From an optimization exercise on the open Yosys and OpenROAD flow, aimed at small area and a short achievable clock period; shortcuts taken in it are not production practice.
The RTL was checked by simulation tests, not by an equivalence proof against the original design.

Setup of v5:
// top_32bit
module top_32bit(
    input               clk,
    input               we,
    input               reset,
    input      [31:0]   data,
    input      [1:0]    p_sel,
    input      [31:0]   P0,
    input      [31:0]   P1,
    output     [31:0]   P0_out,
    output     [31:0]   P1_out,
    output     [31:0]   data_out
  );
  localparam [2:0] OP_ADD = 3'd0, OP_SUB = 3'd1, OP_MUL = 3'd2, OP_AND = 3'd3,
                   OP_OR  = 3'd4, OP_XOR = 3'd5, OP_LT  = 3'd6;
  reg  [4:0]  a1;
  reg         first;
  always @(posedge clk or posedge reset)
    if (reset) a1 <= 5'd0;
    else       a1 <= first ? 5'd0 : a1 + 5'd1;
  always @(posedge clk)
    first <= reset;
  wire [3:0] d_op = data[31:28];
  wire [2:0] d_rs = data[27:25];
  wire [2:0] d_rA = data[24:22];
  wire [2:0] d_rB = data[21:19];
  reg  [2:0] e_op, e_A, e_B;
  always @* begin
    e_A = d_rA;
    e_B = d_rB;
    case (d_op)
      4'b0000: e_op = OP_ADD;
      4'b0001: e_op = OP_SUB;
      4'b0010: e_op = OP_MUL;
      4'b0011: e_op = OP_AND;
      4'b0100: e_op = OP_OR;
      4'b0101: e_op = OP_XOR;
      4'b0110: begin e_op = OP_LT; e_A = d_rB; e_B = d_rA; end
      4'b0111: e_op = OP_LT;
      4'b1001: begin e_op = OP_AND; e_B = d_rA; end
      default: begin e_op = OP_XOR; e_B = d_rA; end
    endcase
  end
  wire [11:0] enc = {e_op, d_rs, e_A, e_B};
  reg  [11:0] mem [0:31];
  always @(posedge clk)
    if (we) mem[a1] <= enc;
  wire [11:0] Jn = we ? enc : mem[a1];
  wire [2:0]  jn_A = Jn[5:3];
  wire [2:0]  jn_B = Jn[2:0];
  reg  [5:0]  J;
  always @(posedge clk)
    J <= Jn[11:6];
  wire [2:0] j_op = J[5:3];
  wire [2:0] j_rs = J[2:0];
  reg  [31:0]  R0, R1;
  reg  [191:0] Rh;         
  reg  [7:2]   valid;
  reg  [2:0]   rs_cur;     
  wire [31:0]  alu;        
  wire [31:0]  alu_rf;     
  wire [31:0]  wb0 = p_sel[0] ? alu_rf : P0;
  wire [31:0]  wb1 = p_sel[1] ? alu_rf : P1;
  always @(posedge clk or posedge reset)
    if (reset) begin
      R0 <= 32'd0;
      R1 <= 32'd0;
    end else begin
      if (rs_cur == 3'd0) R0 <= wb0;
      if (rs_cur == 3'd1) R1 <= wb1;
    end
  genvar k;
  generate
    for (k = 2; k < 8; k = k + 1) begin : g_reg
      always @(posedge clk)
        if (rs_cur == k) Rh[32*(k-2) +: 32] <= alu_rf;
      always @(posedge clk or posedge reset)
  ...
Settings: LEC_CHECK=0, CAP_MARGIN=20, CORE_MARGIN=2, CORE_UTILIZATION=60, SLEW_MARGIN=20, SYNTH_HIERARCHICAL=1; clock period 12.0 ns.
standard.sh (not shown) runs the stock make flow with config.mk's settings and CLKGATE_MAP_FILE= SYNTH_SCRIPT=/design/flow/synth_recipe.tcl, a recipe that flattens the netlist after the stock synthesis.
==> flow/flow/run.sh <==
#!/bin/bash
# The standard layout (the standard.sh, standard synthesis included) with:
#  - a clock tree of smaller buffers, larger sink clusters and no dummy loads;
#  - port buffers of buf_2 cells.
# make's own output goes to layout_make.log; each ORFS step logs under orfs/logs.
set -euo pipefail
bash standard.sh SETUP_SLACK_MARGIN=6.5 \
  'CTS_ARGS=-sink_clustering_enable -repair_clock_nets -dont_use_dummy_load -buf_list {sky130_fd_sc_hd__clkbuf_4} -root_buf sky130_fd_sc_hd__clkbuf_16 -sink_clustering_size 12' \
  'BUFFER_PORTS_ARGS=-buffer_cell sky130_fd_sc_hd__buf_2' \
  finish > layout_make.log 2>&1
Modified inputs, v33 compared to v5
-- flow/flow/run.sh --
<<< v5, line 7
bash standard.sh SETUP_SLACK_MARGIN=6.5 \
  'CTS_ARGS=-sink_clustering_enable -repair_clock_nets -dont_use_dummy_load -buf_list {sky130_fd_sc_hd__clkbuf_4} -root_buf sky130_fd_sc_hd__clkbuf_16 -sink_clustering_size 12' \
>>> v33, line 7
bash standard.sh SETUP_SLACK_MARGIN=7.0 \
  'CTS_ARGS=-sink_clustering_enable -repair_clock_nets -dont_use_dummy_load -buf_list {sky130_fd_sc_hd__clkbuf_4 sky130_fd_sc_hd__clkbuf_8} -sink_clustering_size 16' \
### Flow results
- Taking v5 over v33, the non-clock buffer count ratio works out to 0.824.
- Between v33 and v5, it is v33 whose relative slew slack is lower, by 2.7 points.
- Worst hold slack (lower): v5
- v5 vs v33, standard cell with the maximum stage delay on the critical path: sky130_fd_sc_hd__nor2b_4 vs sky130_fd_sc_hd__fa_2
Changes in v9 relative to v33:
-- flow/flow/run.sh --
<<< v33, line 7
bash standard.sh SETUP_SLACK_MARGIN=7.0 \
>>> v9, line 7
bash standard.sh SETUP_SLACK_MARGIN=6.5 \
### Flow results
Detailed-route wire length per cell: v9 vs v33 down about 3.3%
Sort v9 and v33 by setup slack after layout, ascending, and v33 comes first.
Number of cells after detailed placement of v9 is on par with v33.
Reported for v9 and v33, floorplan die height turned out identical to the last digit.
Looking at source of the critical timing path, the mid[23]$_DFF_P_ result is from v33; the mid[22]$_DFF_P_ one comes from v9.
[compare] base=v33 new=v9: instance count on the critical path shrank by 1, area taken by flip-flops and latches held steady.
The inputs of v44 differ from those of v9 as listed below.
==> flow/flow/run.sh <==
#!/bin/bash
set -euo pipefail
bash standard.sh SETUP_SLACK_MARGIN=6.5 finish > layout_make.log 2>&1
==> notes.md <==
Setup WNS v9 -> v44: worse
Global-route track usage on met3 ends up higher on v9.
For v9, the classification of the worst setup path was reg2out, unlike v44, where it was in2reg.

========
exp/pepper:
top_32bit, a different RTL version from the one above (not shown whole).
Size in the first run: roughly 4000 cells after synthesis, ~780 flip-flops.
Design top_32bit, start of the top module:
module top_32bit(
    input               clk,
    input               we,
    input               reset,
    input      [31:0]   data,
    input      [1:0]    p_sel,
    input      [31:0]   P0,
    input      [31:0]   P1,
    output     [31:0]   P0_out,
    output     [31:0]   P1_out,
    output     [31:0]   data_out
  );
make LEC_CHECK=0 CAP_MARGIN=20 CORE_MARGIN=2 CORE_UTILIZATION=40 SETUP_SLACK_MARGIN=5 SLEW_MARGIN=20 finish   # period 12.0 ns
run.sh (not shown) runs the stock make flow with config.mk's settings and CLKGATE_MAP_FILE= SYNTH_SCRIPT=/design/flow/synth_recipe.tcl, a recipe that flattens the netlist after the stock synthesis.
Stock flow here: none of the scripts above is used.
The inputs of exp/cedar differ from those of exp/pepper as listed below.
- SYNTH_HIERARCHICAL now 1, previously not set
- CORE_UTILIZATION now 60, was 40
==> comparison <==
Every run (exp/cedar and exp/pepper) finished clean. [compare] base=exp/pepper new=exp/cedar: worst reg-to-reg path cell count now sits higher, sum of routed wire length over all layers saw a decrease, adder-cell share of the synthesized area shrank by 0.33 points. Die footprint on exp/cedar is ahead of exp/pepper. Looking at launch point of the critical path, the mid[17] result is from exp/cedar; the mid[37] one comes from exp/pepper. Fmax | exp/cedar vs exp/pepper | exp/cedar faster. exp/cedar against exp/pepper: clock transition time at the flip-flop clock pins of the worst setup and hold paths now sits at about the same level. Summary: setup slack, exp/cedar better than exp/pepper.

========
top_32bit with an RTL version that a note above also has.
For scale: ~6200 cells after synthesis, roughly 0.048 mm² of cells after synthesis.
Settings: LEC_CHECK=0, ABC_AREA=1, CAP_MARGIN=20, CORE_MARGIN=2, CORE_UTILIZATION=60, SLEW_MARGIN=20, SYNTH_HIERARCHICAL=1; clock period 12.0 ns.
standard.sh (not shown) runs the stock make flow with config.mk's settings and CLKGATE_MAP_FILE= SYNTH_SCRIPT=/design/flow/synth_recipe.tcl, a recipe that flattens the netlist after the stock synthesis.
==> flow/flow/run.sh <==
#!/bin/bash
# The standard layout (the standard.sh, standard synthesis included) with:
#  - a clock tree of smaller buffers, larger sink clusters and no dummy loads;
#  - port buffers of buf_2 cells.
# make's own output goes to layout_make.log; each ORFS step logs under orfs/logs.
set -euo pipefail
bash standard.sh SETUP_SLACK_MARGIN=6.5 \
  'CTS_ARGS=-sink_clustering_enable -repair_clock_nets -dont_use_dummy_load -buf_list {sky130_fd_sc_hd__clkbuf_4 sky130_fd_sc_hd__clkbuf_8} -sink_clustering_size 16' \
  'BUFFER_PORTS_ARGS=-buffer_cell sky130_fd_sc_hd__buf_2' \
  finish > layout_make.log 2>&1
The first run finished with timing, DRC and antenna clean.
Change:
- ABC_AREA: 1 -> unset
- CORE_UTILIZATION: 60 -> 70
Outcome: The changed run completed and failed the layout checks on max-capacitance violations, max-slew violations. Synthesized cell count decreases by well over a third. Utilization increases by 13 points. Setup slack loses 620 ps. Routed wire length increases by a little under a tenth. Sequential share of layout area increases by 3.4 points. Via count decreases by about a fifth. Die area decreases by about a fifth. Clock-buffer cell count decreases by 18. Synthesized area decreases by a little under a tenth. Fmax decreases by roughly a tenth.
Change:
==> flow/flow/run.sh (replaced) <==
#!/bin/bash
set -euo pipefail
bash standard.sh SETUP_SLACK_MARGIN=7.5 finish > layout_make.log 2>&1
- CORE_UTILIZATION: 70 -> 60
- Now the flow went through all stages and came out clean
- die area is higher by about a fifth
- via count is lower by a few percent
- worst setup slack improved by 360 ps
- sequential share of layout area is lower by 4.0 points
- first-iteration DRC count is lower by a quarter to a third
- hold slack barely changes
- synthesized cell count does not change
- routed wire length is lower by a few percent
Change:
==> flow/flow/run.sh (replaced) <==
#!/bin/bash
# The standard layout (the standard.sh, standard synthesis included) with:
#  - a clock tree of smaller buffers, larger sink clusters and no dummy loads;
#  - port buffers of buf_2 cells.
# make's own output goes to layout_make.log; each ORFS step logs under orfs/logs.
set -euo pipefail
bash standard.sh SETUP_SLACK_MARGIN=6.0 \
  'CTS_ARGS=-sink_clustering_enable -repair_clock_nets -dont_use_dummy_load -buf_list {sky130_fd_sc_hd__clkbuf_4 sky130_fd_sc_hd__clkbuf_8} -sink_clustering_size 16' \
  'BUFFER_PORTS_ARGS=-buffer_cell sky130_fd_sc_hd__buf_2' \
  finish > layout_make.log 2>&1
Final cell count came out lower by 5.4%.
Worst setup slack gets worse by 77 ps.
Non-clock buffer count came out lower by 256.
Sequential share of layout area came out higher by 5.6 points.
Die area does not change.
Via count came out lower by 8.3%.
Hold slack barely changes.
Fmax came out lower by 1.3%.
Synthesized area stays the same.
Change:
--- a/flow/flow/run.sh
+++ b/flow/flow/run.sh
@@ -6,3 +6,3 @@
 set -euo pipefail
-bash standard.sh SETUP_SLACK_MARGIN=6.0 \
+bash standard.sh SETUP_SLACK_MARGIN=6.5 \
   'CTS_ARGS=-sink_clustering_enable -repair_clock_nets -dont_use_dummy_load -buf_list {sky130_fd_sc_hd__clkbuf_4 sky130_fd_sc_hd__clkbuf_8} -sink_clustering_size 16' \
- CORE_UTILIZATION: 60 -> 65
Routed wire length rose by about 4%; worst hold slack loses 3.2 ps; clock-buffer cell count fell by 1.

========
Setup of north:
RTL: one of the versions met above, not the one the previous note started from.
For scale: ~4,100 cells after synthesis, about 780 flip-flops, about 200 I/O pins, about 47,000 µm² of cells after synthesis.
clock: 12.0 ns
lec_check: 0
cap_margin: 20
core_margin: 2
core_utilization: 40
setup_slack_margin: 5
slew_margin: 20
synth_hierarchical: 1
run.sh (not shown) runs the stock make flow with config.mk's settings and CLKGATE_MAP_FILE= SYNTH_SCRIPT=/design/flow/synth_recipe.tcl, a recipe that flattens the netlist after the stock synthesis.
Stock flow here: none of the scripts above is used.
## Diff of input files: south against north
Settings: SETUP_SLACK_MARGIN no longer set, was 5.
==> flow/flow/run.sh (new file) <==
#!/bin/bash
set -euo pipefail
bash standard.sh SETUP_SLACK_MARGIN=7 finish > layout_make.log 2>&1
==> flow/standard.sh (new file) <==
#!/bin/bash
# synth_recipe.tcl (not shown) runs the flow's synth.tcl, then flattens the netlist and writes it again
# the make line also repeats each setting of config.mk as NAME=value (left out here)
make -C /OpenROAD-flow-scripts/flow DESIGN_CONFIG=/design/flow/config.mk WORK_HOME=/design/flow/orfs CLKGATE_MAP_FILE= SYNTH_SCRIPT=/design/flow/synth_recipe.tcl "${@:-finish}"
removed: flow/run.sh
## What came out
- Compared with north, in south number of standard-cell rows in the floorplan closely matched the old numbers; area growth from synthesis to layout rose by 13 points; number of global-route vias before repair increased by 1,985 relative to the old numbers; number of gates on the worst path with buffers counted now sits lower; final period demand of the worst path fell 0.095 ns.
- south vs. north: final routed wire length divided by cell count rose by 11%; overall global routing resource usage +3.1 points; weighted congestion reported at the end of routability-driven placement fell by about 2.2%; synthesized cell count roughly the same.
- Non-clock buffer count (higher): south

-- separate check: timing with driven ports --
The flow's constraints put no driver on any port. The routed layouts listed below were extracted and timed again, unchanged, in two steps.
Step 1 assumes that a clkbuf_16 drives the clock port and a buf_2 every other input.
Step 2 moves the port delays by t, midway between the first and last clock arrival at a register: inputs arrive t later, outputs are due t later. That takes back most of the time a late clock gives input paths.
Three values: ideal, step 1, step 2; two values: the first two.
| run | t (ns) | setup slack, ns | hold slack, ns | worst setup path after step 2 | clock arrival spread, ns |
|---|---|---|---|---|---|
| v5 | 0.771 | 6.370 / 6.373 / 5.608 | 0.426 / 0.426 / 0.426 | input to register | 0.165 / 0.165 |
| v33 | 0.839 | 6.384 / 6.316 / 5.623 | 0.475 / 0.475 / 0.475 | input to register | 0.109 / 0.109 |
| v9 | 0.814 | 6.413 / 6.351 / 5.624 | 0.471 / 0.471 / 0.471 | input to register | 0.101 / 0.101 |
| v44 | 0.716 | 6.351 / 6.329 / 5.652 | 0.459 / 0.459 / 0.459 | input to register | 0.066 / 0.066 |
| exp/pepper | 0.732 | 4.878 / 4.808 / 4.435 | 0.458 / 0.458 / 0.458 | input to register | 0.050 / 0.049 |
| exp/cedar | 0.712 | 5.104 / 5.034 / 4.596 | 0.466 / 0.466 / 0.466 | input to register | 0.044 / 0.043 |
| the first run of note 3 | 0.845 | 6.365 / 6.304 / 5.541 | 0.453 / 0.453 / 0.453 | input to register | 0.132 / 0.132 |
| the second run of note 3 | 0.803 | 5.740 / 5.743 / 4.940 | 0.468 / 0.468 / 0.468 | input to register | 0.168 / 0.169 |
| the third run of note 3 | 0.716 | 6.097 / 6.131 / 5.415 | 0.470 / 0.470 / 0.470 | input to register | 0.064 / 0.064 |
| the fourth run of note 3 | 0.818 | 6.020 / 6.032 / 5.248 | 0.472 / 0.472 / 0.472 | input to register | 0.105 / 0.104 |
| the fifth run of note 3 | 0.825 | 6.312 / 6.247 / 5.422 | 0.469 / 0.469 / 0.469 | input to register | 0.109 / 0.110 |
| north | 0.746 | 5.054 / 4.984 / 4.719 | 0.453 / 0.453 / 0.453 | input to register | 0.064 / 0.063 |
| south | 0.742 | 5.149 / 5.078 / 5.203 | 0.458 / 0.458 / 0.458 | register to register | 0.055 / 0.054 |
For the fifth run of note 3, which loses most, drivers alone change the setup slack by -0.065 ns; drivers and shift together by -0.890 ns.
